Source: an optimization exercise on an open RTL-to-GDS flow (aim: small area, a short achievable clock period and few clock cycles per item). Production flows keep margins and buffers that such runs may drop. At most, simulation tests tie the RTL to the original design; equivalence was not proved. The RTL of run 6 was laid out without a check of its function.

**flow/config.mk**
```make
export PLATFORM = sky130hd
export DESIGN_NAME = ISR
export DESIGN_NICKNAME = ISR
export VERILOG_FILES = /design/flow/design.v
export SDC_FILE = /design/flow/constraint.sdc
export NUM_CORES = 4
export LEC_CHECK = 0
export CAP_MARGIN = 20
export CORE_MARGIN = 2
export CORE_UTILIZATION = 40
export PLACE_DENSITY = 0.6
export SLEW_MARGIN = 20
```
**flow/constraint.sdc**
```tcl
create_clock -name core_clock -period 10.0 [get_ports {clock}]
set_input_delay 2.0000 -clock core_clock [delete_from_list [all_inputs] [get_ports {clock}]]
set_output_delay 2.0000 -clock core_clock [all_outputs]
set_load 0.01 [all_outputs]
```
**flow/design.v**
```verilog
module ISR(reset,
           value,
           clock,
           result,
           done
);
  input wire reset;
  input wire [63:0] value;
  input wire clock;
  output wire [31:0] result;
  output wire done;
  reg  [55:0] d;       
  reg  [30:0] r;       
  reg  [31:0] q;       
  reg  [3:0]  cnt;     
  reg         fin;
  wire [7:0] v8 = value[63:56];
  reg  [3:0] q0;
  reg  [4:0] r0;
  always @* begin
    case (v8)
      8'd0: begin q0 = 4'd0; r0 = 5'd0; end
      8'd1: begin q0 = 4'd1; r0 = 5'd0; end
      8'd2: begin q0 = 4'd1; r0 = 5'd1; end
      8'd3: begin q0 = 4'd1; r0 = 5'd2; end
      8'd4: begin q0 = 4'd2; r0 = 5'd0; end
      8'd5: begin q0 = 4'd2; r0 = 5'd1; end
      8'd6: begin q0 = 4'd2; r0 = 5'd2; end
      8'd7: begin q0 = 4'd2; r0 = 5'd3; end
      8'd8: begin q0 = 4'd2; r0 = 5'd4; end
      8'd9: begin q0 = 4'd3; r0 = 5'd0; end
      8'd10: begin q0 = 4'd3; r0 = 5'd1; end
      8'd11: begin q0 = 4'd3; r0 = 5'd2; end
      8'd12: begin q0 = 4'd3; r0 = 5'd3; end
      8'd13: begin q0 = 4'd3; r0 = 5'd4; end
      8'd14: begin q0 = 4'd3; r0 = 5'd5; end
      8'd15: begin q0 = 4'd3; r0 = 5'd6; end
      8'd16: begin q0 = 4'd4; r0 = 5'd0; end
      8'd17: begin q0 = 4'd4; r0 = 5'd1; end
      8'd18: begin q0 = 4'd4; r0 = 5'd2; end
      8'd19: begin q0 = 4'd4; r0 = 5'd3; end
      8'd20: begin q0 = 4'd4; r0 = 5'd4; end
      8'd21: begin q0 = 4'd4; r0 = 5'd5; end
      8'd22: begin q0 = 4'd4; r0 = 5'd6; end
      8'd23: begin q0 = 4'd4; r0 = 5'd7; end
      8'd24: begin q0 = 4'd4; r0 = 5'd8; end
      8'd25: begin q0 = 4'd5; r0 = 5'd0; end
      8'd26: begin q0 = 4'd5; r0 = 5'd1; end
      8'd27: begin q0 = 4'd5; r0 = 5'd2; end
      8'd28: begin q0 = 4'd5; r0 = 5'd3; end
      8'd29: begin q0 = 4'd5; r0 = 5'd4; end
      8'd30: begin q0 = 4'd5; r0 = 5'd5; end
      8'd31: begin q0 = 4'd5; r0 = 5'd6; end
      8'd32: begin q0 = 4'd5; r0 = 5'd7; end
      8'd33: begin q0 = 4'd5; r0 = 5'd8; end
      8'd34: begin q0 = 4'd5; r0 = 5'd9; end
      8'd35: begin q0 = 4'd5; r0 = 5'd10; end
      8'd36: begin q0 = 4'd6; r0 = 5'd0; end
      8'd37: begin q0 = 4'd6; r0 = 5'd1; end
      8'd38: begin q0 = 4'd6; r0 = 5'd2; end
      8'd39: begin q0 = 4'd6; r0 = 5'd3; end
      8'd40: begin q0 = 4'd6; r0 = 5'd4; end
      8'd41: begin q0 = 4'd6; r0 = 5'd5; end
      8'd42: begin q0 = 4'd6; r0 = 5'd6; end
      8'd43: begin q0 = 4'd6; r0 = 5'd7; end
      8'd44: begin q0 = 4'd6; r0 = 5'd8; end
      8'd45: begin q0 = 4'd6; r0 = 5'd9; end
      8'd46: begin q0 = 4'd6; r0 = 5'd10; end
      8'd47: begin q0 = 4'd6; r0 = 5'd11; end
      8'd48: begin q0 = 4'd6; r0 = 5'd12; end
      8'd49: begin q0 = 4'd7; r0 = 5'd0; end
      8'd50: begin q0 = 4'd7; r0 = 5'd1; end
      8'd51: begin q0 = 4'd7; r0 = 5'd2; end
      8'd52: begin q0 = 4'd7; r0 = 5'd3; end
      8'd53: begin q0 = 4'd7; r0 = 5'd4; end
      8'd54: begin q0 = 4'd7; r0 = 5'd5; end
      8'd55: begin q0 = 4'd7; r0 = 5'd6; end
      8'd56: begin q0 = 4'd7; r0 = 5'd7; end
      8'd57: begin q0 = 4'd7; r0 = 5'd8; end
      8'd58: begin q0 = 4'd7; r0 = 5'd9; end
      8'd59: begin q0 = 4'd7; r0 = 5'd10; end
      8'd60: begin q0 = 4'd7; r0 = 5'd11; end
      8'd61: begin q0 = 4'd7; r0 = 5'd12; end
      8'd62: begin q0 = 4'd7; r0 = 5'd13; end
      8'd63: begin q0 = 4'd7; r0 = 5'd14; end
      8'd64: begin q0 = 4'd8; r0 = 5'd0; end
      8'd65: begin q0 = 4'd8; r0 = 5'd1; end
      8'd66: begin q0 = 4'd8; r0 = 5'd2; end
      8'd67: begin q0 = 4'd8; r0 = 5'd3; end
      8'd68: begin q0 = 4'd8; r0 = 5'd4; end
      8'd69: begin q0 = 4'd8; r0 = 5'd5; end
      8'd70: begin q0 = 4'd8; r0 = 5'd6; end
      8'd71: begin q0 = 4'd8; r0 = 5'd7; end
      8'd72: begin q0 = 4'd8; r0 = 5'd8; end
      8'd73: begin q0 = 4'd8; r0 = 5'd9; end
      8'd74: begin q0 = 4'd8; r0 = 5'd10; end
      8'd75: begin q0 = 4'd8; r0 = 5'd11; end
      8'd76: begin q0 = 4'd8; r0 = 5'd12; end
      8'd77: begin q0 = 4'd8; r0 = 5'd13; end
      8'd78: begin q0 = 4'd8; r0 = 5'd14; end
      8'd79: begin q0 = 4'd8; r0 = 5'd15; end
      8'd80: begin q0 = 4'd8; r0 = 5'd16; end
      8'd81: begin q0 = 4'd9; r0 = 5'd0; end
      8'd82: begin q0 = 4'd9; r0 = 5'd1; end
      8'd83: begin q0 = 4'd9; r0 = 5'd2; end
      8'd84: begin q0 = 4'd9; r0 = 5'd3; end
      8'd85: begin q0 = 4'd9; r0 = 5'd4; end
      8'd86: begin q0 = 4'd9; r0 = 5'd5; end
      8'd87: begin q0 = 4'd9; r0 = 5'd6; end
      8'd88: begin q0 = 4'd9; r0 = 5'd7; end
      8'd89: begin q0 = 4'd9; r0 = 5'd8; end
      8'd90: begin q0 = 4'd9; r0 = 5'd9; end
      8'd91: begin q0 = 4'd9; r0 = 5'd10; end
      8'd92: begin q0 = 4'd9; r0 = 5'd11; end
      8'd93: begin q0 = 4'd9; r0 = 5'd12; end
      8'd94: begin q0 = 4'd9; r0 = 5'd13; end
      8'd95: begin q0 = 4'd9; r0 = 5'd14; end
      8'd96: begin q0 = 4'd9; r0 = 5'd15; end
      8'd97: begin q0 = 4'd9; r0 = 5'd16; end
      8'd98: begin q0 = 4'd9; r0 = 5'd17; end
      8'd99: begin q0 = 4'd9; r0 = 5'd18; end
      8'd100: begin q0 = 4'd10; r0 = 5'd0; end
      8'd101: begin q0 = 4'd10; r0 = 5'd1; end
      8'd102: begin q0 = 4'd10; r0 = 5'd2; end
      8'd103: begin q0 = 4'd10; r0 = 5'd3; end
      8'd104: begin q0 = 4'd10; r0 = 5'd4; end
      8'd105: begin q0 = 4'd10; r0 = 5'd5; end
      8'd106: begin q0 = 4'd10; r0 = 5'd6; end
      8'd107: begin q0 = 4'd10; r0 = 5'd7; end
      8'd108: begin q0 = 4'd10; r0 = 5'd8; end
      8'd109: begin q0 = 4'd10; r0 = 5'd9; end
      8'd110: begin q0 = 4'd10; r0 = 5'd10; end
      8'd111: begin q0 = 4'd10; r0 = 5'd11; end
      8'd112: begin q0 = 4'd10; r0 = 5'd12; end
      8'd113: begin q0 = 4'd10; r0 = 5'd13; end
      8'd114: begin q0 = 4'd10; r0 = 5'd14; end
      8'd115: begin q0 = 4'd10; r0 = 5'd15; end
      8'd116: begin q0 = 4'd10; r0 = 5'd16; end
      8'd117: begin q0 = 4'd10; r0 = 5'd17; end
      8'd118: begin q0 = 4'd10; r0 = 5'd18; end
      8'd119: begin q0 = 4'd10; r0 = 5'd19; end
      8'd120: begin q0 = 4'd10; r0 = 5'd20; end
      8'd121: begin q0 = 4'd11; r0 = 5'd0; end
      8'd122: begin q0 = 4'd11; r0 = 5'd1; end
      8'd123: begin q0 = 4'd11; r0 = 5'd2; end
      8'd124: begin q0 = 4'd11; r0 = 5'd3; end
      8'd125: begin q0 = 4'd11; r0 = 5'd4; end
      8'd126: begin q0 = 4'd11; r0 = 5'd5; end
      8'd127: begin q0 = 4'd11; r0 = 5'd6; end
      8'd128: begin q0 = 4'd11; r0 = 5'd7; end
      8'd129: begin q0 = 4'd11; r0 = 5'd8; end
      8'd130: begin q0 = 4'd11; r0 = 5'd9; end
      8'd131: begin q0 = 4'd11; r0 = 5'd10; end
      8'd132: begin q0 = 4'd11; r0 = 5'd11; end
      8'd133: begin q0 = 4'd11; r0 = 5'd12; end
      8'd134: begin q0 = 4'd11; r0 = 5'd13; end
      8'd135: begin q0 = 4'd11; r0 = 5'd14; end
      8'd136: begin q0 = 4'd11; r0 = 5'd15; end
      8'd137: begin q0 = 4'd11; r0 = 5'd16; end
      8'd138: begin q0 = 4'd11; r0 = 5'd17; end
      8'd139: begin q0 = 4'd11; r0 = 5'd18; end
      8'd140: begin q0 = 4'd11; r0 = 5'd19; end
      8'd141: begin q0 = 4'd11; r0 = 5'd20; end
      8'd142: begin q0 = 4'd11; r0 = 5'd21; end
      8'd143: begin q0 = 4'd11; r0 = 5'd22; end
      8'd144: begin q0 = 4'd12; r0 = 5'd0; end
      8'd145: begin q0 = 4'd12; r0 = 5'd1; end
      8'd146: begin q0 = 4'd12; r0 = 5'd2; end
      8'd147: begin q0 = 4'd12; r0 = 5'd3; end
      8'd148: begin q0 = 4'd12; r0 = 5'd4; end
      8'd149: begin q0 = 4'd12; r0 = 5'd5; end
      8'd150: begin q0 = 4'd12; r0 = 5'd6; end
      8'd151: begin q0 = 4'd12; r0 = 5'd7; end
      8'd152: begin q0 = 4'd12; r0 = 5'd8; end
      8'd153: begin q0 = 4'd12; r0 = 5'd9; end
      8'd154: begin q0 = 4'd12; r0 = 5'd10; end
      8'd155: begin q0 = 4'd12; r0 = 5'd11; end
      8'd156: begin q0 = 4'd12; r0 = 5'd12; end
      8'd157: begin q0 = 4'd12; r0 = 5'd13; end
      8'd158: begin q0 = 4'd12; r0 = 5'd14; end
      8'd159: begin q0 = 4'd12; r0 = 5'd15; end
      8'd160: begin q0 = 4'd12; r0 = 5'd16; end
      8'd161: begin q0 = 4'd12; r0 = 5'd17; end
      8'd162: begin q0 = 4'd12; r0 = 5'd18; end
      8'd163: begin q0 = 4'd12; r0 = 5'd19; end
      8'd164: begin q0 = 4'd12; r0 = 5'd20; end
      8'd165: begin q0 = 4'd12; r0 = 5'd21; end
      8'd166: begin q0 = 4'd12; r0 = 5'd22; end
      8'd167: begin q0 = 4'd12; r0 = 5'd23; end
      8'd168: begin q0 = 4'd12; r0 = 5'd24; end
      8'd169: begin q0 = 4'd13; r0 = 5'd0; end
      8'd170: begin q0 = 4'd13; r0 = 5'd1; end
      8'd171: begin q0 = 4'd13; r0 = 5'd2; end
      8'd172: begin q0 = 4'd13; r0 = 5'd3; end
      8'd173: begin q0 = 4'd13; r0 = 5'd4; end
      8'd174: begin q0 = 4'd13; r0 = 5'd5; end
      8'd175: begin q0 = 4'd13; r0 = 5'd6; end
      8'd176: begin q0 = 4'd13; r0 = 5'd7; end
      8'd177: begin q0 = 4'd13; r0 = 5'd8; end
      8'd178: begin q0 = 4'd13; r0 = 5'd9; end
      8'd179: begin q0 = 4'd13; r0 = 5'd10; end
      8'd180: begin q0 = 4'd13; r0 = 5'd11; end
      8'd181: begin q0 = 4'd13; r0 = 5'd12; end
      8'd182: begin q0 = 4'd13; r0 = 5'd13; end
      8'd183: begin q0 = 4'd13; r0 = 5'd14; end
      8'd184: begin q0 = 4'd13; r0 = 5'd15; end
      8'd185: begin q0 = 4'd13; r0 = 5'd16; end
      8'd186: begin q0 = 4'd13; r0 = 5'd17; end
      8'd187: begin q0 = 4'd13; r0 = 5'd18; end
      8'd188: begin q0 = 4'd13; r0 = 5'd19; end
      8'd189: begin q0 = 4'd13; r0 = 5'd20; end
      8'd190: begin q0 = 4'd13; r0 = 5'd21; end
      8'd191: begin q0 = 4'd13; r0 = 5'd22; end
      8'd192: begin q0 = 4'd13; r0 = 5'd23; end
      8'd193: begin q0 = 4'd13; r0 = 5'd24; end
      8'd194: begin q0 = 4'd13; r0 = 5'd25; end
      8'd195: begin q0 = 4'd13; r0 = 5'd26; end
      8'd196: begin q0 = 4'd14; r0 = 5'd0; end
      8'd197: begin q0 = 4'd14; r0 = 5'd1; end
      8'd198: begin q0 = 4'd14; r0 = 5'd2; end
      8'd199: begin q0 = 4'd14; r0 = 5'd3; end
      8'd200: begin q0 = 4'd14; r0 = 5'd4; end
      8'd201: begin q0 = 4'd14; r0 = 5'd5; end
      8'd202: begin q0 = 4'd14; r0 = 5'd6; end
      8'd203: begin q0 = 4'd14; r0 = 5'd7; end
      8'd204: begin q0 = 4'd14; r0 = 5'd8; end
      8'd205: begin q0 = 4'd14; r0 = 5'd9; end
      8'd206: begin q0 = 4'd14; r0 = 5'd10; end
      8'd207: begin q0 = 4'd14; r0 = 5'd11; end
      8'd208: begin q0 = 4'd14; r0 = 5'd12; end
      8'd209: begin q0 = 4'd14; r0 = 5'd13; end
      8'd210: begin q0 = 4'd14; r0 = 5'd14; end
      8'd211: begin q0 = 4'd14; r0 = 5'd15; end
      8'd212: begin q0 = 4'd14; r0 = 5'd16; end
      8'd213: begin q0 = 4'd14; r0 = 5'd17; end
      8'd214: begin q0 = 4'd14; r0 = 5'd18; end
      8'd215: begin q0 = 4'd14; r0 = 5'd19; end
      8'd216: begin q0 = 4'd14; r0 = 5'd20; end
      8'd217: begin q0 = 4'd14; r0 = 5'd21; end
      8'd218: begin q0 = 4'd14; r0 = 5'd22; end
      8'd219: begin q0 = 4'd14; r0 = 5'd23; end
      8'd220: begin q0 = 4'd14; r0 = 5'd24; end
      8'd221: begin q0 = 4'd14; r0 = 5'd25; end
      8'd222: begin q0 = 4'd14; r0 = 5'd26; end
      8'd223: begin q0 = 4'd14; r0 = 5'd27; end
      8'd224: begin q0 = 4'd14; r0 = 5'd28; end
      8'd225: begin q0 = 4'd15; r0 = 5'd0; end
      8'd226: begin q0 = 4'd15; r0 = 5'd1; end
      8'd227: begin q0 = 4'd15; r0 = 5'd2; end
      8'd228: begin q0 = 4'd15; r0 = 5'd3; end
      8'd229: begin q0 = 4'd15; r0 = 5'd4; end
      8'd230: begin q0 = 4'd15; r0 = 5'd5; end
      8'd231: begin q0 = 4'd15; r0 = 5'd6; end
      8'd232: begin q0 = 4'd15; r0 = 5'd7; end
      8'd233: begin q0 = 4'd15; r0 = 5'd8; end
      8'd234: begin q0 = 4'd15; r0 = 5'd9; end
      8'd235: begin q0 = 4'd15; r0 = 5'd10; end
      8'd236: begin q0 = 4'd15; r0 = 5'd11; end
      8'd237: begin q0 = 4'd15; r0 = 5'd12; end
      8'd238: begin q0 = 4'd15; r0 = 5'd13; end
      8'd239: begin q0 = 4'd15; r0 = 5'd14; end
      8'd240: begin q0 = 4'd15; r0 = 5'd15; end
      8'd241: begin q0 = 4'd15; r0 = 5'd16; end
      8'd242: begin q0 = 4'd15; r0 = 5'd17; end
      8'd243: begin q0 = 4'd15; r0 = 5'd18; end
      8'd244: begin q0 = 4'd15; r0 = 5'd19; end
      8'd245: begin q0 = 4'd15; r0 = 5'd20; end
      8'd246: begin q0 = 4'd15; r0 = 5'd21; end
      8'd247: begin q0 = 4'd15; r0 = 5'd22; end
      8'd248: begin q0 = 4'd15; r0 = 5'd23; end
      8'd249: begin q0 = 4'd15; r0 = 5'd24; end
      8'd250: begin q0 = 4'd15; r0 = 5'd25; end
      8'd251: begin q0 = 4'd15; r0 = 5'd26; end
      8'd252: begin q0 = 4'd15; r0 = 5'd27; end
      8'd253: begin q0 = 4'd15; r0 = 5'd28; end
      8'd254: begin q0 = 4'd15; r0 = 5'd29; end
      8'd255: begin q0 = 4'd15; r0 = 5'd30; end
    endcase
  end
  wire [29:0] qs = q[29:0];
  wire [34:0] x  = {r, d[55:52]};             
  wire [33:0] t1 = {1'b0, x[34:2]} - {2'b00, qs, 2'b01};
  wire        ge1 = ~t1[33];
  wire [35:0] t2a = {1'b0, x} - {3'b000, qs, 3'b001};
  wire        ge2a = ~t2a[35];
  wire [35:0] m1 = {~{2'b00, qs}, 4'b1111};
  wire [35:0] m2 = {~{3'b000, qs}, 3'b000};
  wire [35:0] xe = {1'b0, x};
  wire [35:0] cs = xe ^ m1 ^ m2;
  wire [35:0] cc = (xe & m1) | (xe & m2) | (m1 & m2);
  wire [35:0] t2b = cs + {cc[34:0], 1'b0};
  wire        ge2b = ~t2b[35];
  wire        ge2 = ge1 ? ge2b : ge2a;
  wire [30:0] r1 = ge1 ? (ge2 ? t2b[30:0] : {t1[28:0], x[1:0]})
                       : (ge2 ? t2a[30:0] : x[30:0]);
  always @(posedge clock) begin
    if (reset) begin
      d   <= value[55:0];
      r   <= {26'd0, r0};
      q   <= {28'd0, q0};
      cnt <= 4'd14;
      fin <= 1'b0;
    end else begin
      d   <= {d[51:0], 4'b0000};
      r   <= r1;
      cnt <= cnt - 4'd1;
      if (!fin) begin
        q   <= {q[29:0], ge1, ge2};
        if (cnt == 4'd1) fin <= 1'b1;
      end
    end
  end
  assign result = q;
  assign done   = fin;
endmodule
```
**flow/flow/run.sh**
```bash
#!/bin/bash
bash standard.sh BUFFER_PORTS_ARGS="-buffer_cell sky130_fd_sc_hd__buf_2" SETUP_SLACK_MARGIN=6.5 ABC_AREA=1 finish > standard.log 2>&1
```
**flow/standard.sh**
```bash
#!/bin/bash
# synth_recipe.tcl (not shown) runs the flow's synth.tcl, then flattens the netlist and writes it again
# the make line also repeats each setting of config.mk as NAME=value (left out here)
make -C /OpenROAD-flow-scripts/flow DESIGN_CONFIG=/design/flow/config.mk WORK_HOME=/design/flow/orfs CLKGATE_MAP_FILE= SYNTH_SCRIPT=/design/flow/synth_recipe.tcl "${@:-finish}"
```
==> run summary, run 1 <==
Core Rows 63; CTS root buffer clkbuf_16; Post-synth top flop dfxtp_1; Fill cells 3,187; Arrival @ worst endpoint 3.64 ns; DR vias/cell 5.435; mapped cell area 0.01213 sq mm; crit path capture type flop; Critical Path RT 10.30 ns; initial antenna violation count 0; EDFF count, synth 4; dpl cells 2,338; sequential-to-total area share from yosys stat 20.80%; dpl ws 5.995 ns; Hold Crit Class flop to flop; initial drt markers 1,205; Mapped Nets 2,103; GRT Util Overall 25.87%; Clock Skew 0.02091 ns; Tcrit/Tclk final 33.43%; Top-Level Pins 99; final instance area 0.01370 sq mm; CTS H-Tree Depth 4; Yosys top cell area share 19.81%; first-pass iteration count of the detailed router 7; # clock sinks 124; DR vias 12,956; CTS max path bufs 2; Syn-to-layout area delta 13.00%; Synth area leaders dfxtp_1, nand2_1, ha_1; asr flop ratio synth 0%; CORE AREA 0.02972 sq mm; vias in the first global route 12,036; cell count after synthesis 1,898; total die area 0.03173 sq mm; Fmax 299.1 MHz; Syn. warnings 1; crit-path max FO 20; final WL 41.30 mm; run status finished clean; starting density of the core 40.81%; first-pass GRT wire length 63.96 mm; Yosys top cell by area dfxtp_1; unrepaired setup endpoints after global routing no; Final setup violation count 0; layout cells sized above 1 10.73%; largest net degree at the start of global routing 97; area of placed instances 0.01289 sq mm; n_diodes 0; Nets 2,186; Max Slew Vio Count 0; crit path launch type primary input; Final WS setup 6.657 ns; final std cells w/o fill 2,384; multi-input logic area 0.008718 sq mm; Slew HR 48.98%; Max-Cap Viols 0; setup_tns 0 ns; gpl congestion 0.9690; CTS clk-pin slew, worst paths 0.06 ns; Avg Cell Area, Syn 6.389 sq um; HPWL after DPL 32.73 mm; DRC viols 0; Synth cell types 50; DIE WIDTH 178.1 microns; antenna-violating nets left 0; DR WL/cell 17.32 microns; Fin. Hold Viols 0; CTS tree done; Buffers on Ports 98; Final Critical Period 3.343 ns; FF+latch area 0.002527 sq mm; critical path type primary input to flop; #FFs+latches synth 124; Slew @ Worst Pin 0.7589 ns; Die Ht 178.1 microns; remaining global-route overflow 0; CTS buffer count 17; clock latency at the later pin of the worst-skew pair 0.42 ns
-- final timing paths --
path                       from          endpoint  slack, ns  cells after the start
max                   value[60]      r[2]$_DFF_P_       6.66                      8
min               d[20]$_DFF_P_     d[24]$_DFF_P_       0.41                      2
max reg2reg  q[18]$_SDFFE_PP0N_  r[26]$_SDFF_PP0_       6.66                     16
min reg2reg       d[20]$_DFF_P_     d[24]$_DFF_P_       0.41                      2
-- what timing repair did --
action | in CTS | in global routing
pin swaps | 1 | 4
setup buffers | 0 | 10
resized for setup | 6 | 26
gates cloned | 1 | 3
endpoints found under the setup margin | 27 | 23
hold buffers | 0 | 0
-- kinds of logic after synthesis --
family          Yosys count  share of synthesized area, %
flops                   124                         20.80
fa+ha+maj               139                         16.26
simple gates            907                         31.54
xor+xnor                 52                         3.756
compound gates          421                         19.37
buf+inv                 255                         8.275
-- metrics by stage --
stage,hold WS [ns],util (%)
6_report,0.4123,46.11
5_1_grt,0.4308,46.11
4_1_cts,0.4174,45.48
3_5_place_dp,0.4034,43.38
3_3_place_gp,0.3995,43.38
2_1_floorplan,0.3960,-
-- cells in the mapped netlist (all sizes together) (3+ instances only) --
library cell,instances
nor4,3
and2,5
o21bai,23
a21oi,192
nand3b,8
buf,17
o21a,4
or2,5
edfxtp,4
nand3,111
clkbuf,34
clkinv,5
a31oi,8
nand2,585
o221ai,3
nand4,18
o311ai,4
o211ai,12
xor2,30
a21boi,3
nor2,153
nor3,18
inv,199
ha,108
o21ai,151
fa,31
a22oi,3
xnor2,22
dfxtp,120
a21o,12
-- state kept, by name (all words and copies together) (netlist names) --
register and flops:
d 56, q 32, r 31, fin 1
cnt 4
-- cells in the final DEF, fill, tap and decap left out, types with 5 or more instances in the layout --
cell / synthesis / layout
clkinvlp_4: 0 / 8
clkbuf_16: 0 / 17
or2_2: 5 / 5
buf_2: 7 / 98
nand2_4: 10 / 11
a31oi_1: 8 / 8
nor3_1: 16 / 16
o211ai_1: 12 / 12
dfxtp_1: 120 / 118
o21bai_1: 23 / 23
o21ai_0: 129 / 127
nor2_1: 150 / 149
ha_1: 108 / 104
xnor2_1: 22 / 22
inv_1: 194 / 182
xor2_1: 30 / 30
fa_1: 31 / 31
nand3b_1: 8 / 8
nand3_1: 108 / 108
nand2_2: 7 / 7
a21oi_1: 183 / 183
inv_2: 5 / 14
buf_4: 2 / 11
o21ai_1: 22 / 24
nand4_1: 18 / 18
nand2_1: 567 / 567
a21oi_2: 8 / 7
a21o_1: 12 / 12
-- layout make-up --
type	count	share of cell area, %
Inverter	204	5.707
Multi-Input combinational cell	1522	63.62
Timing Repair Buffer	111	4.346
Sequential cell	124	18.44
Timing Repair inverter	1	0.05478
Tap cell	390	3.561
Clock inverter	13	1.032
Clock buffer	19	3.232
-- layer usage --
| layer | track usage (%) | part of all wire, % | vias up | wire (microns) |
|---|---|---|---|---|
| li1 | - | - | 6439 | - |
| met1 | 37.36 | 47 | 5938 | 19510 |
| met2 | 39.58 | 42 | 512 | 17540 |
| met3 | 3.581 | 7.6 | 67 | 3149 |
| met4 | 8.197 | 2.7 | 0 | 1107 |
| met5 | 0 | 0 | - | 0 |
-- worst max-delay path, stage by stage --
cell	delay, ns
buf_2	0.36
clkinvlp_4	0.34
o211ai_1	0.25
o2111ai_1	0.16
a31oi_1	0.20
nand2_1	0.09
a22oi_1	0.18
nand2_1	0.07
Testbench counts, summed over its fixed seeds: cycles 7,200, items 480.
==> run 2: changes to the inputs <==
==> flow/flow/run.sh (replaced) <==
#!/bin/bash
bash standard.sh BUFFER_PORTS_ARGS="-buffer_cell sky130_fd_sc_hd__buf_2" SETUP_SLACK_MARGIN=6.5 CTS_BUF_LIST="sky130_fd_sc_hd__clkbuf_4 sky130_fd_sc_hd__clkbuf_8" finish > standard.log 2>&1
==> run 2 against run 1 <==
Maximum frequency fell by 5.1%. Critical endpoint is now r[25]$_SDFF_PP0_. Highest routed layer is now met5. Wire length decreased by 15%. Setup slack got worse by 0.18 ns. Synthesized cell count is 28% lower. Global-route usage decreased by 3.1 points.
==> run summary, run 2 <==
Yosys top cell area share 21.36% (+1.5 points); remaining global-route overflow 0 (unchanged); critical path type flop to flop; Top-Level Pins 99 (unchanged); dpl ws 5.762 ns (-0.2333 ns); #FFs+latches synth 124 (unchanged); number of flip-flops in the largest register 56 (unchanged); antenna-violating nets left 0 (unchanged); DRC viols 0 (unchanged); Die Ht 171.7 microns (-3.6%); DR vias/cell 5.871 (+8.0%); HP Start d[16]$_DFF_P_; Synth cell types 78 (+56%); Critical R2R Launch q[0]$_DFFE_PP_; Final Critical Period 3.524 ns (+0.1810 ns); initial drt markers 677 (-44%); Largest regs d x56, q x32, r x31; # clock sinks 124 (unchanged); initial antenna violation count 2 (+2); first-pass GRT wire length 53.61 mm (-16%); asr flop ratio synth 0% (unchanged); Syn. warnings 1 (unchanged); Slew @ Worst Pin 0.8911 ns (+0.1322 ns); Synth top cells by count nor2_1, dfxtp_1, a21oi_1, nand2_1, ha_1; clock latency at the later pin of the worst-skew pair 0.46 ns (+0.04 ns); unrepaired setup endpoints after global routing yes; Hold Crit Class flop to flop; commonest non-fill, non-tap cell in the layout nor2_1; Tcrit/Tclk final 35.24% (+1.8 points); CTS clk-pin slew, worst paths 0.09 ns (+0.03 ns); Max-Cap Viols 0 (unchanged); final instance area 0.01351 sq mm (-1.4%); Avg Cell Area, Syn 8.180 sq um (+28%); EDFF count, synth 4 (unchanged); CTS root buffer clkbuf_8; gpl congestion 0.9038 (-6.7%); Core Rows 61 (-3.2%); Fmax 283.8 MHz (-5.1%); Core Util, Final 48.75% (+2.6 points); Fin Hold WS 0.4517 ns (+0.03941 ns); crit path capture type flop; Post-synth top flop dfxtp_1; GRT Util Overall 22.78% (-3.1 points); CORE AREA 0.02771 sq mm (-6.8%); top-count cell post-synth nor2_1; CTS tree done; Final setup violation count 0 (unchanged); Hold Crit Depth 1 (-1); mapped cell area 0.01125 sq mm (-7.3%); Clock Skew 0.02038 ns (-0.0005340 ns); first-pass iteration count of the detailed router 5 (-2); Arrival @ worst endpoint 3.83 ns (+0.19 ns); Max Slew Vio Count 0 (unchanged); Yosys top cell by area dfxtp_1; total die area 0.02948 sq mm (-7.1%); starting density of the core 40.60% (-0.21 points); setup_tns 0 ns (unchanged); sequential-to-total area share from yosys stat 22.43% (+1.6 points); most frequent cells in the layout nor2_1, nand2_1, dfxtp_1; Mapped Nets 1,580 (-25%); run status finished clean; DR WL/cell 18.81 microns (+8.6%); DIE WIDTH 171.7 microns (-3.6%); Final WS setup 6.476 ns (-0.1810 ns); Fin. Hold Viols 0 (unchanged); final WL 35.24 mm (-15%); Critical path origin q[0]$_DFFE_PP_; Buffers on Ports 98 (unchanged); largest net degree at the start of global routing 73 (-25%); Critical Path RT 10.30 ns (about the same); cell count after synthesis 1,375 (-28%); final std cells w/o fill 1,874 (-21%); Synth area leaders dfxtp_1, ha_1, fa_1; crit-path max FO 8 (-60%); HPWL after DPL 24.86 mm (-24%); CTS H-Tree Depth 4 (unchanged); most flop-heavy register d; CTS buffer count 17 (unchanged); layout cells sized above 1 24.75% (+14 points); Slew HR 39.84% (-9.1 points); CTS max path bufs 2 (unchanged); vias in the first global route 10,154 (-16%); crit path launch type flop; worst reg-to-reg path cell count 15 (-1); Syn-to-layout area delta 20.08%; Nets 1,687 (-23%); DR vias 11,003 (-15%); dpl cells 1,793 (-23%); area of placed instances 0.01207 sq mm (-6.4%)
## run 2: routing by layer
metal | track usage (%) | wire length [microns] | vias to the layer above
li1 | - | - | 5260
met1 | 30.07 | 15430 | 5262
met2 | 37.09 | 16420 | 416
met3 | 4.464 | 2530 | 63
met4 | 7.811 | 858 | 2
met5 | 0 | 7 | -
## run 2: cell type report
cell class | instances | area [sq um]
fill | 2673 | 14200
multi-input combinational | 1119 | 8812
sequential | 124 | 2541
timing repair buffer | 148 | 1008
tap | 378 | 473.0
inverter | 72 | 292.8
clock buffer | 18 | 241.5
clock inverter | 14 | 133.9
antenna | 1 | 2.502
## run 2: worst max-delay path: stages, from the launching register on
cell      delay [ns]
edfxtp_1        0.42
inv_2           0.14
buf_12          0.11
fa_1            0.45
ha_4            0.30
o211a_1         0.15
o31ai_2         0.08
a21o_1          0.26
a21oi_4         0.21
o211ai_1        0.10
buf_4           0.16
a21oi_4         0.27
buf_12          0.19
a21oi_2         0.06
a211oi_1        0.36
a311oi_2        0.12
## run 2: worst paths after layout
kind,end,slack [ns]
setup / recovery,r[25]$_SDFF_PP0_,6.48
hold reg to reg,d[20]$_DFF_P_,0.45
hold / removal,d[20]$_DFF_P_,0.45
setup reg to reg,r[25]$_SDFF_PP0_,6.48
## run 2: logic make-up after synthesis
family,Yosys count,synth area share (%)
muxes,89,8.633
buffers and inverters,136,4.572
adders and majority gates,139,17.53
AOI/OAI and AO/OA,426,25.29
and+or+nand+nor,392,16.18
xor gates and xnor gates,69,5.373
DFF,124,22.43
## run 2: repair_timing
item | in CTS | in global routing
endpoints found under the setup margin | 37 | 33
resized for setup | 61 | 101
pin swaps | 13 | 42
setup buffers | 15 | 26
cloned | 0 | 7
hold buffers | 0 | 0
==> run 3: changes to the inputs <==
==> flow/flow/run.sh (replaced) <==
#!/bin/bash
bash standard.sh BUFFER_PORTS_ARGS="-buffer_cell sky130_fd_sc_hd__buf_2" SETUP_SLACK_MARGIN=7.0 ABC_AREA=1 CTS_BUF_LIST="sky130_fd_sc_hd__clkbuf_4 sky130_fd_sc_hd__clkbuf_8" finish > standard.log 2>&1
==> run 3 against run 2 <==
Still clean on timing, DRC and antenna. Maximum frequency up 9.9%. Sequential share of layout area down 1.8 points. Cell area up 12%. Setup slack better by 0.32 ns. Clock skew down 0.0022 ns. Flip-flop and latch count unchanged. Hold slack worse by 0.038 ns. Area after synthesis up 7.8%. Largest cell class unchanged. Highest routed layer is now met4.
==> run summary, run 3 <==
Core Rows 63 (+3.3%); Synth top cells by count nand2_1, inv_1, a21oi_1; CTS clk-pin slew, worst paths 0.08 ns (about the same); Post-synth top flop dfxtp_1; Fin. Hold Viols 0 (unchanged); DR vias 13,365 (+21%); Largest regs d x56, q x32, r x31; Mapped Nets 2,103 (+33%); setup_tns 0 ns (unchanged); slowest stage delay, CP 0.38 ns (-0.07 ns); Syn-to-layout area delta 24.41%; HPWL after DPL 32.89 mm (+32%); # clock sinks 124 (unchanged); #FFs+latches synth 124 (unchanged); critical path type primary input to flop; Max-Cap Viols 0 (unchanged); DIE WIDTH 178.1 microns (+3.7%); remaining global-route overflow 0 (unchanged); crit path launch type primary input; unrepaired setup endpoints after global routing yes; final instance area 0.01509 sq mm (+12%); Synth cell types 50 (-36%); commonest non-fill, non-tap cell in the layout nand2_1; multi-input logic area 0.009622 sq mm (+9.2%); sequential-to-total area share from yosys stat 20.80% (-1.6 points); antenna-violating nets left 0 (unchanged); most flop-heavy register d; Slew @ Worst Pin 0.6233 ns (-0.2679 ns); total die area 0.03173 sq mm (+7.6%); Avg Cell Area, Syn 6.389 sq um (-22%); CTS max path bufs 2 (unchanged); asr flop ratio synth 0% (unchanged); CTS tree done; crit path capture type flop; cell count after synthesis 1,898 (+38%); CTS H-Tree Depth 4 (unchanged); clock latency at the later pin of the worst-skew pair 0.44 ns (-0.02 ns); Die Ht 178.1 microns (+3.7%); worst path cell trace buf_8, clkinvlp_4, buf_6, buf_6, ha_4, inv_4, nor2_4, nor2_2, inv_1, o21ai_1, a22oi_1, o311a_1, a21oi_2; run status finished clean; Critical Path RT 10.37 ns (+0.07 ns); n_diodes 0 (-1); Max Slew Vio Count 0 (unchanged); CTS root buffer clkbuf_8; DR vias/cell 5.480 (-6.7%); Arrival @ worst endpoint 3.57 ns (-0.26 ns); Yosys top cell area share 19.81% (-1.5 points); Nets 2,241 (+33%); Fmax 311.8 MHz (+9.9%); most frequent cells in the layout nand2_1, a21oi_1, inv_1; Worst path slowest cell o311a_1; first-pass iteration count of the detailed router 5 (unchanged); Tcrit/Tclk final 32.07% (-3.2 points); DRC viols 0 (unchanged); Buffers on Ports 98 (unchanged); Clock Skew 0.01820 ns (-0.002184 ns); Top-Level Pins 99 (unchanged); CORE AREA 0.02972 sq mm (+7.3%); Fin Hold WS 0.4134 ns (-0.03836 ns); Yosys top cell by area dfxtp_1; top-count cell post-synth nand2_1; GRT Util Overall 27.60% (+4.8 points); vias in the first global route 12,693 (+25%); final std cells w/o fill 2,439 (+30%); DR WL/cell 18.35 microns (-2.4%); Final Critical Period 3.207 ns (-0.3168 ns); Slew HR 58.09% (+18 points); gpl congestion 0.9654 (+6.8%); final WL 44.75 mm (+27%); layout cells sized above 1 21.23% (-3.5 points); starting density of the core 40.81% (+0.21 points); Fill cells 3,000 (+12%); mapped cell area 0.01213 sq mm (+7.8%); CTS buffer count 17 (unchanged); hold buffer count at cts 0 (unchanged); dpl cells 2,339 (+30%); EDFF count, synth 4 (unchanged); Synth area leaders dfxtp_1, nand2_1, ha_1; initial drt markers 1,210 (+79%); number of flip-flops in the largest register 56 (unchanged); area of placed instances 0.01294 sq mm (+7.2%); first-pass GRT wire length 67.81 mm (+27%); Top cell by count, worst path buf_6; Hold Crit Class flop to flop; Final setup violation count 0 (unchanged); Syn. warnings 1 (unchanged); initial antenna violation count 0 (-2); largest net degree at the start of global routing 97 (+33%); FF+latch area 0.002574 sq mm (+1.3%); crit-path max FO 4 (-4)
## run 3: through the flow
step	setup slack [ns]	utilization [%]
2_1_floorplan	6.730	-
3_3_place_gp	6.051	43.54
3_5_place_dp	6.009	43.54
4_1_cts	6.894	47.88
5_1_grt	6.738	50.77
6_report	6.793	50.77
## run 3: worst max-delay path: cells and delay by family
kind	cells	cell delay, ns
buf+inv	6	0.58
fa+ha+maj	1	0.17
compound gates	4	0.63
simple gates	2	0.18
## run 3: worst paths after layout
check / depth (start not counted) / from / to / slack, ns
hold reg to reg: 2 / d[22]$_DFF_P_ / d[26]$_DFF_P_ / 0.41
hold / removal: 2 / d[22]$_DFF_P_ / d[26]$_DFF_P_ / 0.41
setup / recovery: 13 / value[56] / r[4]$_DFF_P_ / 6.79
setup reg to reg: 16 / q[2]$_DFFE_PP_ / r[28]$_SDFF_PP0_ / 6.92
## run 3: cells by family (layout without fill, tap and decap cells)
group	Yosys count	in the layout	share of synthesized area, %
flops	124	124	20.80
xor+xnor	52	52	3.756
fa+ha+maj	139	139	16.26
simple gates	907	917	31.54
buf+inv	255	396	8.275
compound gates	421	421	19.37
## run 3: final cells by class
| cell class | instances | share of cell area, % |
|---|---|---|
| clock buffer | 19 | 1.733 |
| clock inverter | 13 | 0.7879 |
| inverter | 204 | 5.490 |
| multi-input combinational | 1529 | 63.77 |
| sequential | 124 | 17.06 |
| tap | 390 | 3.234 |
| timing repair buffer | 159 | 7.870 |
| timing repair inverter | 1 | 0.04976 |
## run 3: per-layer routing
layer | up-vias | GRT usage, % | share of wire (%)
met5 | - | 0 | 0
met1 | 6120 | 39.01 | 44
li1 | 6563 | - | -
met3 | 91 | 3.559 | 8.4
met2 | 591 | 42.89 | 44
met4 | 0 | 10.04 | 3.2
## run 3: what timing repair did
item | CTS | global route
setup buffers | 27 | 26
cloned | 9 | 6
gates resized for setup | 148 | 150
setup endpoints to repair | 130 | 56
pin swaps | 32 | 52
==> run 4: changes to the inputs <==
==> flow/flow/run.sh (replaced) <==
#!/bin/bash
bash standard.sh BUFFER_PORTS_ARGS="-buffer_cell sky130_fd_sc_hd__buf_2" SETUP_SLACK_MARGIN=6.0 ABC_AREA=1 CTS_BUF_LIST="sky130_fd_sc_hd__clkbuf_4 sky130_fd_sc_hd__clkbuf_8" finish > standard.log 2>&1
==> run 4 against run 3 <==
Global-route usage decreased by 1.9 points. Sequential share of layout area increased by 1.9 points. First-iteration DRC count decreased by 9.7%. Largest cell class unchanged. Setup slack got worse by 0.46 ns. Utilization decreased by 6.0 points. Critical path type is now flop to output pin. Critical path depth decreased by 12. Via count decreased by 3.7%.
==> run summary, run 4 <==
CTS root buffer clkbuf_8; family with the most delay on the worst path flip-flops; first-pass iteration count of the detailed router 6 (+1); most frequent cells in the layout nand2_1, inv_1, a21oi_1; Yosys top cell area share 19.81% (unchanged); Critical Path RT 8.00 ns (-2.37 ns); gpl congestion 0.9690 (+0.37%); DR vias/cell 5.432 (-0.88%); Buffers on Ports 98 (unchanged); DR vias 12,873 (-3.7%); initial drt markers 1,093 (-9.7%); Die Ht 178.1 microns (unchanged); largest net degree at the start of global routing 97 (unchanged); total die area 0.03173 sq mm (unchanged); first-pass GRT wire length 63.70 mm (-6.1%); CTS max path bufs 2 (unchanged); Top-Level Pins 99 (unchanged); DR WL/cell 17.09 microns (-6.8%); Tcrit/Tclk final 36.63% (+4.6 points); # clock sinks 124 (unchanged); clock latency at the later pin of the worst-skew pair 0.44 ns (about the same); Mapped Nets 2,103 (unchanged); mapped cell area 0.01213 sq mm (unchanged); starting density of the core 40.81% (unchanged); Fin. Hold Viols 0 (unchanged); worst path cell trace buf_2; final instance area 0.01330 sq mm (-12%); vias in the first global route 11,985 (-5.6%); postcts setup bufs 0 (-100%); n_diodes 0 (unchanged); Max Slew Vio Count 0 (unchanged); run status finished clean; Syn. warnings 1 (unchanged); EDFF count, synth 4 (unchanged); Worst path slowest cell dfxtp_2; sequential-to-total area share from yosys stat 20.80% (unchanged); reg2reg setup slack 6.39 ns (-0.53 ns); Nets 2,172 (-3.1%); cell count after synthesis 1,898 (unchanged); CP Buf/Inv Count 1 (-5); crit path launch type flop; Synth area leaders dfxtp_1, nand2_1, ha_1; Final setup violation count 0 (unchanged); Fmax 273.0 MHz (-12%); Clock Skew 0.02534 ns (+0.007147 ns); top-count cell post-synth nand2_1; crit-path max FO 55 (+51); setup_tns 0 ns (unchanged); initial antenna violation count 0 (unchanged); Largest regs d x56, q x32, r x31; Max-Cap Viols 0 (unchanged); asr flop ratio synth 0% (unchanged); DIE WIDTH 178.1 microns (unchanged); CTS tree done; HPWL after DPL 32.73 mm (-0.47%); DRC viols 0 (unchanged); crit path capture type output pin; Slew HR 34.96% (-23 points); Core Rows 63 (unchanged); Yosys top cell by area dfxtp_1; most flop-heavy register d; slowest stage delay, CP 0.95 ns (+0.57 ns); Arrival @ worst endpoint 1.66 ns (-1.91 ns); Syn-to-layout area delta 9.647%; Final Critical Period 3.663 ns (+0.4553 ns); GRT Util Overall 25.67% (-1.9 points); commonest non-fill, non-tap cell in the layout nand2_1; Post-synth top flop dfxtp_1; CTS clk-pin slew, worst paths 0.09 ns (about the same); layout cells sized above 1 9.141% (-12 points); Synth cell types 50 (unchanged); antenna-violating nets left 0 (unchanged); CTS H-Tree Depth 4 (unchanged); Fin Hold WS 0.4143 ns (+0.0009300 ns); CORE AREA 0.02972 sq mm (unchanged); remaining global-route overflow 0 (unchanged); area of placed instances 0.01289 sq mm (-0.36%); Slew @ Worst Pin 0.9757 ns (+0.3524 ns); Avg Cell Area, Syn 6.389 sq um (unchanged); critical path type flop to output pin; final WL 40.51 mm (-9.5%); CTS buffer count 17 (unchanged); number of flip-flops in the largest register 56 (unchanged); Hold Crit Class flop to flop; Synth top cells by count nand2_1, inv_1, a21oi_1; unrepaired setup endpoints after global routing no; #FFs+latches synth 124 (unchanged)
run 4: final timing paths:
kind | start | endpoint | cells after the start
setup reg to reg | q[11]$_SDFFE_PP0N_ | r[28]$_SDFF_PP0_ | 14
hold / removal | d[20]$_DFF_P_ | d[24]$_DFF_P_ | 2
setup / recovery | fin$_SDFF_PP0_ | done | 1
hold reg to reg | d[20]$_DFF_P_ | d[24]$_DFF_P_ | 2
run 4: area by class of cell:
class | count | area (sq um)
timing repair buffer | 101 | 513.0
sequential | 124 | 2524
tap | 390 | 488.0
fill | 3228 | 16420
clock inverter | 13 | 141.4
inverter | 204 | 765.7
multi-input combinational | 1519 | 8610
clock buffer | 19 | 255.2
run 4: routing by layer:
metal	vias to the layer above	track usage, %	routed length (microns)
met5	-	0	0
met4	0	6.899	820
met3	53	3.367	2846
met2	463	39.57	17360
met1	5952	37.44	19480
li1	6405	-	-
run 4: cell families after synthesis:
kind of cell,count (synthesis),share of synthesized area (%)
and+or+nand+nor,907,31.54
buffers and inverters,255,8.275
adders and majority gates,139,16.26
xor gates and xnor gates,52,3.756
DFF,124,20.80
AOI/OAI and AO/OA,421,19.37
run 4: through the flow:
| step | utilization, % | setup WS, ns | instances |
|---|---|---|---|
| floorplan | - | 6.597 | 1898 |
| global placement | 43.38 | 6.033 | 2338 |
| detailed placement | 43.38 | 5.995 | 2338 |
| CTS | 44.71 | 6.229 | 2370 |
| global route | 44.74 | 6.176 | 2370 |
| finish | 44.74 | 6.337 | 2370 |
run 4: repair_timing:
item,4_1_cts,5_1_grt
hold endpoints to repair,0,0
gates resized for setup,0,1
hold buffers,0,0
endpoints found under the setup margin,0,1
==> run 5: changes to the inputs <==
==> flow/flow/run.sh (replaced) <==
#!/bin/bash
bash standard.sh BUFFER_PORTS_ARGS="-buffer_cell sky130_fd_sc_hd__buf_2" SETUP_SLACK_MARGIN=6.5 ABC_AREA=1 CTS_BUF_LIST="sky130_fd_sc_hd__clkbuf_4 sky130_fd_sc_hd__clkbuf_8" finish > standard.log 2>&1
==> run 5 against run 4 <==
Non-clock buffer count increased by 9. Register-to-register slack improved by 0.20 ns. Global-route usage increased by 0.096 points. Maximum frequency increased by 7.4%. Utilization increased by 0.51 points. Critical endpoint is now r[17]$_SDFF_PP0_.
==> run summary, run 5 <==
CTS buffer count 17 (unchanged); Arrival @ worst endpoint 3.70 ns (+2.04 ns); most flop-heavy register d; Critical path origin q[11]$_SDFFE_PP0N_; clock latency at the later pin of the worst-skew pair 0.44 ns (about the same); Yosys top cell area share 19.81% (unchanged); Simple-Gate Fraction of Synth Area 31.54% (unchanged); most frequent cells in the layout nand2_1, inv_1, a21oi_1; HPWL after DPL 32.73 mm (unchanged); Max-Cap Viols 0 (unchanged); gpl congestion 0.9690 (unchanged); Fin Hold WS 0.4144 ns (+0.00008800 ns); remaining global-route overflow 0 (unchanged); Tcrit/Tclk final 34.12% (-2.5 points); CTS root buffer clkbuf_8; GRT Util Overall 25.77% (+0.096 points); cell count after synthesis 1,898 (unchanged); DRC viols 0 (unchanged); Worst path slowest cell fa_1; top-count cell post-synth nand2_1; crit-path max FO 11 (-80%); first-pass GRT wire length 63.87 mm (+0.27%); vias in the first global route 12,000 (+0.13%); starting density of the core 40.81% (unchanged); mapped cell area 0.01213 sq mm (unchanged); CTS max path bufs 2 (unchanged); CTS H-Tree Depth 4 (unchanged); Critical Path RT 10.29 ns (+2.29 ns); layout cells sized above 1 10.49% (+1.4 points); Hold Crit Class flop to flop; antenna-violating nets left 0 (unchanged); Max Slew Vio Count 0 (unchanged); Slew HR 53.08% (+18 points); hold buffer count at cts 0 (unchanged); # clock sinks 124 (unchanged); commonest non-fill, non-tap cell in the layout nand2_1; EDFF count, synth 4 (unchanged); Nets 2,184 (+0.55%); final instance area 0.01345 sq mm (+1.1%); total die area 0.03173 sq mm (unchanged); Top cell by count, worst path nand2_4; CTS tree done; Buffers on Ports 98 (unchanged); Synth Area in Compound Gates 19.37% (unchanged); post-synthesis mux area share 0% (unchanged); critical path type flop to flop; Die Ht 178.1 microns (unchanged); number of flip-flops in the largest register 56 (unchanged); crit path launch type flop; Core Rows 63 (unchanged); n_diodes 0 (unchanged); final std cells w/o fill 2,382 (+0.51%); Synth area leaders dfxtp_1, nand2_1, ha_1; Mapped Nets 2,103 (unchanged); asr flop ratio synth 0% (unchanged); Final setup violation count 0 (unchanged); slowest stage delay, CP 0.50 ns (-0.45 ns); run status finished clean; Critical R2R Launch q[11]$_SDFFE_PP0N_; crit path capture type flop; Final Critical Period 3.412 ns (-0.2512 ns); Core Util, Final 45.26% (+0.51 points); sequential-to-total area share from yosys stat 20.80% (unchanged); Syn. warnings 1 (unchanged); worst path cell trace clkinvlp_4, fa_1, ha_1, a21oi_1, o21ai_1, a21oi_1, nand2_4, nand2_1, nand2_4, nand2_4, nand2_4, or2_2, nand2_1, a21oi_1; Top-Level Pins 99 (unchanged); DR WL/cell 17.24 microns (+0.88%); unrepaired setup endpoints after global routing yes; Fmax 293.1 MHz (+7.4%); DR vias 13,032 (+1.2%); Final WS setup 6.588 ns (+0.2512 ns); Clock Skew 0.02036 ns (-0.004986 ns); Avg Cell Area, Syn 6.389 sq um (unchanged); XOR/XNOR share of the synthesized area 3.756% (unchanged); Post-synth top flop dfxtp_1; Synth top cells by count nand2_1, inv_1, a21oi_1; CORE AREA 0.02972 sq mm (unchanged); initial antenna violation count 0 (unchanged); Syn-to-layout area delta 10.91%; largest family of logic cells by synthesized area simple AND/OR/NAND/NOR gates; final WL 41.07 mm (+1.4%); Slew @ Worst Pin 0.6979 ns (-0.2778 ns); setup_tns 0 ns (unchanged); dpl cells 2,338 (unchanged); DR vias/cell 5.471 (+0.73%); DIE WIDTH 178.1 microns (unchanged); Yosys top cell by area dfxtp_1; largest net degree at the start of global routing 97 (unchanged); adder-cell share of the synthesized area 16.26% (unchanged); initial drt markers 1,235 (+13%); #FFs+latches synth 124 (unchanged); dpl ws 5.995 ns (unchanged); first-pass iteration count of the detailed router 5 (-1); Largest regs d x56, q x32, r x31; HP Start d[20]$_DFF_P_; Synth cell types 50 (unchanged); Fin. Hold Viols 0 (unchanged); CTS clk-pin slew, worst paths 0.09 ns (about the same); area of placed instances 0.01289 sq mm (unchanged)
[run 5: changes by cell type in the layout (fill, tap and decap cells not counted), sizes merged]
cell,change
inv,-2
clkinv,-2
buf,+9
nand2,+2
clkinvlp,+5
[run 5: path summary, 6_finish.rpt]
check                                         to  slack [ns]  cells after the start
worst max-delay path            r[17]$_SDFF_PP0_        6.59                     14
worst min-delay path               d[24]$_DFF_P_        0.41                      2
worst max register to register  r[17]$_SDFF_PP0_        6.59                     14
worst min register to register     d[24]$_DFF_P_        0.41                      2
[run 5: layout make-up]
cell class                 count  area (sq um)
clock buffer                  19         255.2
clock inverter                13         141.4
fill                        3213         16270
inverter                     204         780.7
multi-input combinational   1521          8663
sequential                   124          2527
tap                          390         488.0
timing repair buffer         110         588.1
timing repair inverter         1         5.005
[run 5: metal layers]
metal / track usage [%] / vias to the layer above / part of all wire (%)
li1: - / 6433 / -
met1: 37.63 / 6017 / 48
met2: 39.73 / 520 / 42
met3: 3.112 / 62 / 7.0
met4: 7.206 / 0 / 2.5
met5: 0 / - / 0
[run 5: what timing repair did]
action	in CTS	in global routing
pin swaps	1	2
resized for setup	5	20
buffers inserted	0	9
endpoints found under the setup margin	24	21
gates cloned	1	2
[run 5: kinds of logic after synthesis]
family / count (synthesis)
flops: 124
xor+xnor: 52
compound gates: 421
fa+ha+maj: 139
buf+inv: 255
simple gates: 907
[run 5: critical path: cells and delay by family (launching register included)]
family / cells / cell delay (ns)
AO/OA/AOI/OAI: 4 / 0.65
flip-flops: 1 / 0.41
buffers and inverters: 1 / 0.22
AND/OR/NAND/NOR: 7 / 1.10
adder cells (fa/ha/maj): 2 / 0.86
==> run 6: changes to the inputs <==
--- a/flow/design.v
+++ b/flow/design.v
@@ -12,6 +12,7 @@
   reg  [55:0] d;       
   reg  [30:0] r;       
   reg  [31:0] q;       
+  reg  [31:0] p;       
   reg  [3:0]  cnt;     
   reg         fin;
   wire [7:0] v8 = value[63:56];
@@ -283,14 +284,11 @@
   wire        ge1 = ~t1[33];
   wire [35:0] t2a = {1'b0, x} - {3'b000, qs, 3'b001};
   wire        ge2a = ~t2a[35];
-  wire [35:0] m1 = {~{2'b00, qs}, 4'b1111};
-  wire [35:0] m2 = {~{3'b000, qs}, 3'b000};
-  wire [35:0] xe = {1'b0, x};
-  wire [35:0] cs = xe ^ m1 ^ m2;
-  wire [35:0] cc = (xe & m1) | (xe & m2) | (m1 & m2);
-  wire [35:0] t2b = cs + {cc[34:0], 1'b0};
+  wire [35:0] t2b = {1'b0, x} - {1'b0, p, 3'b001};
   wire        ge2b = ~t2b[35];
   wire        ge2 = ge1 ? ge2b : ge2a;
+  wire [29:0] pp = p[29:0] + 30'd1;
+  wire [29:0] pm = p[29:0] - 30'd1;
   wire [30:0] r1 = ge1 ? (ge2 ? t2b[30:0] : {t1[28:0], x[1:0]})
                        : (ge2 ? t2a[30:0] : x[30:0]);
   always @(posedge clock) begin
@@ -298,11 +296,14 @@
       d   <= value[55:0];
       r   <= {26'd0, r0};
       q   <= {28'd0, q0};
+      p   <= {26'd0, q0 + q0 + q0 + 6'd1};
       cnt <= 4'd14;
       fin <= 1'b0;
     end else begin
       d   <= {d[51:0], 4'b0000};
       r   <= r1;
+      p   <= ge1 ? (ge2 ? {pp[29:0], 2'b10} : {p[29:0], 2'b11})
+                 : (ge2 ? {p[29:0], 2'b00} : {pm[29:0], 2'b01});
       cnt <= cnt - 4'd1;
       if (!fin) begin
         q   <= {q[29:0], ge1, ge2};
==> run 6 against run 5 <==
Still clean on timing, DRC and antenna. Flip-flop and latch count increased by 32. Cell area increased by 15%. Clock skew decreased by 0.0052 ns. Area after synthesis increased by 14%. Global-route usage increased by 0.35 points. Non-clock buffer count increased by 7. Wire length increased by 16%. Utilization decreased by 0.066 points. Register-to-register slack improved by 0.07 ns. Highest routed layer is now met5.
==> run summary, run 6 <==
run status finished clean; starting density of the core 40.31% (-0.50 points); CTS clk-pin slew, worst paths 0.10 ns (about the same); most frequent cells in the layout nand2_1, nor2_1, inv_1; commonest non-fill, non-tap cell in the layout nand2_1; gpl congestion 0.9496 (-2.0%); hold buffer count at cts 0 (unchanged); first-pass GRT wire length 74.42 mm (+17%); layout cells sized above 1 9.692% (-0.80 points); crit-path max FO 5 (-6); remaining global-route overflow 0 (unchanged); Largest regs d x56, p x32, q x32; Syn. warnings 1 (unchanged); initial drt markers 1,482 (+20%); family with the most delay on the worst path compound AO/OA/AOI/OAI gates; first-pass iteration count of the detailed router 7 (+2); CTS max path bufs 2 (unchanged); Avg Cell Area, Syn 6.035 sq um (-5.5%); Core Rows 68 (+7.9%); cell count after synthesis 2,290 (+21%); Core Util, Final 45.19% (-0.066 points); asr flop ratio synth 0% (unchanged); antenna-violating nets left 0 (unchanged); Clock Skew 0.01519 ns (-0.005170 ns); DRC viols 0 (unchanged); DIE WIDTH 189.9 microns (+6.6%); CORE AREA 0.03429 sq mm (+15%); Final Critical Period 3.497 ns (+0.08544 ns); final WL 47.70 mm (+16%); Buffers on Ports 98 (unchanged); #FFs+latches synth 156 (+26%); GRT Util Overall 26.12% (+0.35 points); crit path launch type primary input; CP Buf/Inv Count 3 (+2); Mapped Nets 2,466 (+17%); Critical Path RT 10.38 ns (+0.09 ns); Fmax 286.0 MHz (-2.4%); Max Slew Vio Count 0 (unchanged); slowest stage delay, CP 0.46 ns (-0.04 ns); total die area 0.03605 sq mm (+14%); Slew @ Worst Pin 0.8619 ns (+0.1640 ns); # clock sinks 156 (+26%); Worst path slowest cell a21boi_0; CTS tree done; mapped cell area 0.01382 sq mm (+14%); worst path cell trace buf_12, clkinv_8, buf_4, ha_1, nand2_1, o21ai_0, a21boi_0, nand3_1, o211ai_1, nand2_1, o211ai_1, nand3_1, nand2_1, o21ai_0; setup_tns 0 ns (unchanged); crit path capture type flop; Fin. Hold Viols 0 (unchanged); critical path type primary input to flop; n_diodes 0 (unchanged); largest net degree at the start of global routing 78 (-20%); Final setup violation count 0 (unchanged); unrepaired setup endpoints after global routing yes; Die Ht 189.9 microns (+6.6%); Slew HR 42.54% (-11 points); CTS buffer count 17 (unchanged); Max-Cap Viols 0 (unchanged); Top cell by count, worst path nand2_1; Yosys top cell by area dfxtp_1; top-count cell post-synth nand2_1; vias in the first global route 13,830 (+15%); number of flip-flops in the largest register 56 (unchanged); Nets 2,536 (+16%); Hold Crit Class flop to flop; DR vias 15,130 (+16%); DR WL/cell 16.87 microns (-2.2%); Post-synth top flop dfxtp_1; Synth cell types 52 (+4.0%); clock latency at the later pin of the worst-skew pair 0.50 ns (+0.06 ns); sequential-to-total area share from yosys stat 22.89% (+2.1 points); EDFF count, synth 4 (unchanged); CTS root buffer clkbuf_8; Tcrit/Tclk final 34.97% (+0.85 points); reg2reg setup slack 6.66 ns (+0.07 ns); initial antenna violation count 1 (+1); HPWL after DPL 36.91 mm (+13%); Yosys top cell area share 22.02% (+2.2 points); Arrival @ worst endpoint 3.88 ns (+0.18 ns); Synth area leaders dfxtp_1, nand2_1, ha_1; DR vias/cell 5.350 (-2.2%); Top-Level Pins 99 (unchanged); most flop-heavy register d; Syn-to-layout area delta 12.11%; Synth top cells by count nand2_1, inv_1, nor2_1; CTS H-Tree Depth 4 (unchanged)
run 6: final timing paths:
| check | cells after the start | start | to |
|---|---|---|---|
| worst max-delay path | 14 | value[56] | r[0]$_DFF_P_ |
| worst min register to register | 2 | d[31]$_DFF_P_ | d[35]$_DFF_P_ |
| worst min-delay path | 2 | d[31]$_DFF_P_ | d[35]$_DFF_P_ |
| worst max register to register | 15 | p[6]$_SDFF_PP0_ | p[4]$_DFF_P_ |
run 6: metrics by stage:
stage | setup WS [ns] | hold WS (ns) | cells | cell area [sq um]
3_5_place_dp | 5.705 | 0.4015 | 2779 | 14690
6_report | 6.503 | 0.4185 | 2828 | 15490
4_1_cts | 6.490 | 0.4184 | 2811 | 15180
5_1_grt | 6.409 | 0.4420 | 2828 | 15490
2_1_floorplan | 6.322 | 0.3960 | 2290 | 13970
3_3_place_gp | 5.799 | 0.3984 | 2779 | 14690
run 6: cell type report:
| cell class | count | area (sq um) |
|---|---|---|
| Multi-Input combinational cell | 1838 | 9703 |
| Timing Repair Buffer | 117 | 709.4 |
| Clock inverter | 14 | 178.9 |
| Clock buffer | 18 | 241.5 |
| Tap cell | 455 | 569.3 |
| Sequential cell | 156 | 3167 |
| Inverter | 230 | 925.9 |
| Fill cell | 3770 | 18790 |
run 6: logic make-up (layout without fill, tap and decap cells):
group / count (synthesis) / count (layout) / share of synthesized area (%)
buf+inv: 297 / 379 / 8.700
compound gates: 430 / 430 / 16.79
flops: 156 / 156 / 22.89
fa+ha+maj: 110 / 110 / 10.01
simple gates: 1226 / 1227 / 37.11
xor+xnor: 71 / 71 / 4.499
run 6: routing by layer:
layer  up-vias  wire, microns  global-route usage, %
met5         -             13                      0
met4         2           1488                  9.004
met3        88           2251                  3.542
met2       463          21990                  43.53
met1      6898          21960                  34.60
li1       7679              -                      -
run 6: worst reg2reg max path, stage by stage, from the launching register on:
cell	delay, ns
dfxtp_1	0.50
inv_1	0.23
ha_1	0.38
nand2_1	0.11
inv_1	0.05
a21oi_1	0.16
nand3_2	0.15
nand2_2	0.12
nand2_2	0.12
a21oi_2	0.39
nand2_2	0.32
nand2_8	0.34
o21ai_0	0.17
nand3_1	0.12
nand2_1	0.08
nand2_1	0.05
run 6: repair_timing:
item	4_1_cts	5_1_grt
gates cloned	0	1
resized for setup	16	43
pin swaps	0	18
endpoints found under the hold margin	0	0
setup endpoints to repair	44	46
buffers inserted	0	16

## separate check: timing with driven ports
The results above use ideal ports. As a check the final layouts listed here were re-extracted and re-timed, cells and wires unchanged.
Step 1, drivers: a clkbuf_16 drives clock and a buf_2 each remaining input, both assumed.
Step 2 also shifts input and output timing later by t, the mid clock arrival at the registers, as if the neighbouring blocks saw the same clock.
a / b / c = ideal ports / drivers / drivers and shift; a / b = the first two.
run | t, ns | setup slack, ns | worst hold slack (ns) | worst setup path at the end | latest minus earliest clock arrival (ns)
run 1 | 0.457 | 6.657 / 6.623 / 6.224 | 0.412 / 0.412 / 0.412 | input to register | 0.021 / 0.021
run 2 | 0.489 | 6.476 / 6.476 / 6.116 | 0.452 / 0.452 / 0.452 | input to register | 0.021 / 0.020
run 3 | 0.469 | 6.793 / 6.782 / 6.313 | 0.413 / 0.413 / 0.413 | input to register | 0.019 / 0.018
run 4 | 0.475 | 6.337 / 6.293 / 6.019 | 0.414 / 0.414 / 0.414 | input to register | 0.025 / 0.026
run 5 | 0.472 | 6.588 / 6.586 / 6.180 | 0.414 / 0.414 / 0.414 | input to register | 0.021 / 0.021
run 6 | 0.540 | 6.503 / 6.490 / 5.950 | 0.418 / 0.418 / 0.418 | input to register | 0.015 / 0.015
After both steps every run listed still meets setup and hold. The setup slack of run 6, which loses most, moves by -0.013 ns with the drivers and by -0.553 ns with both steps.
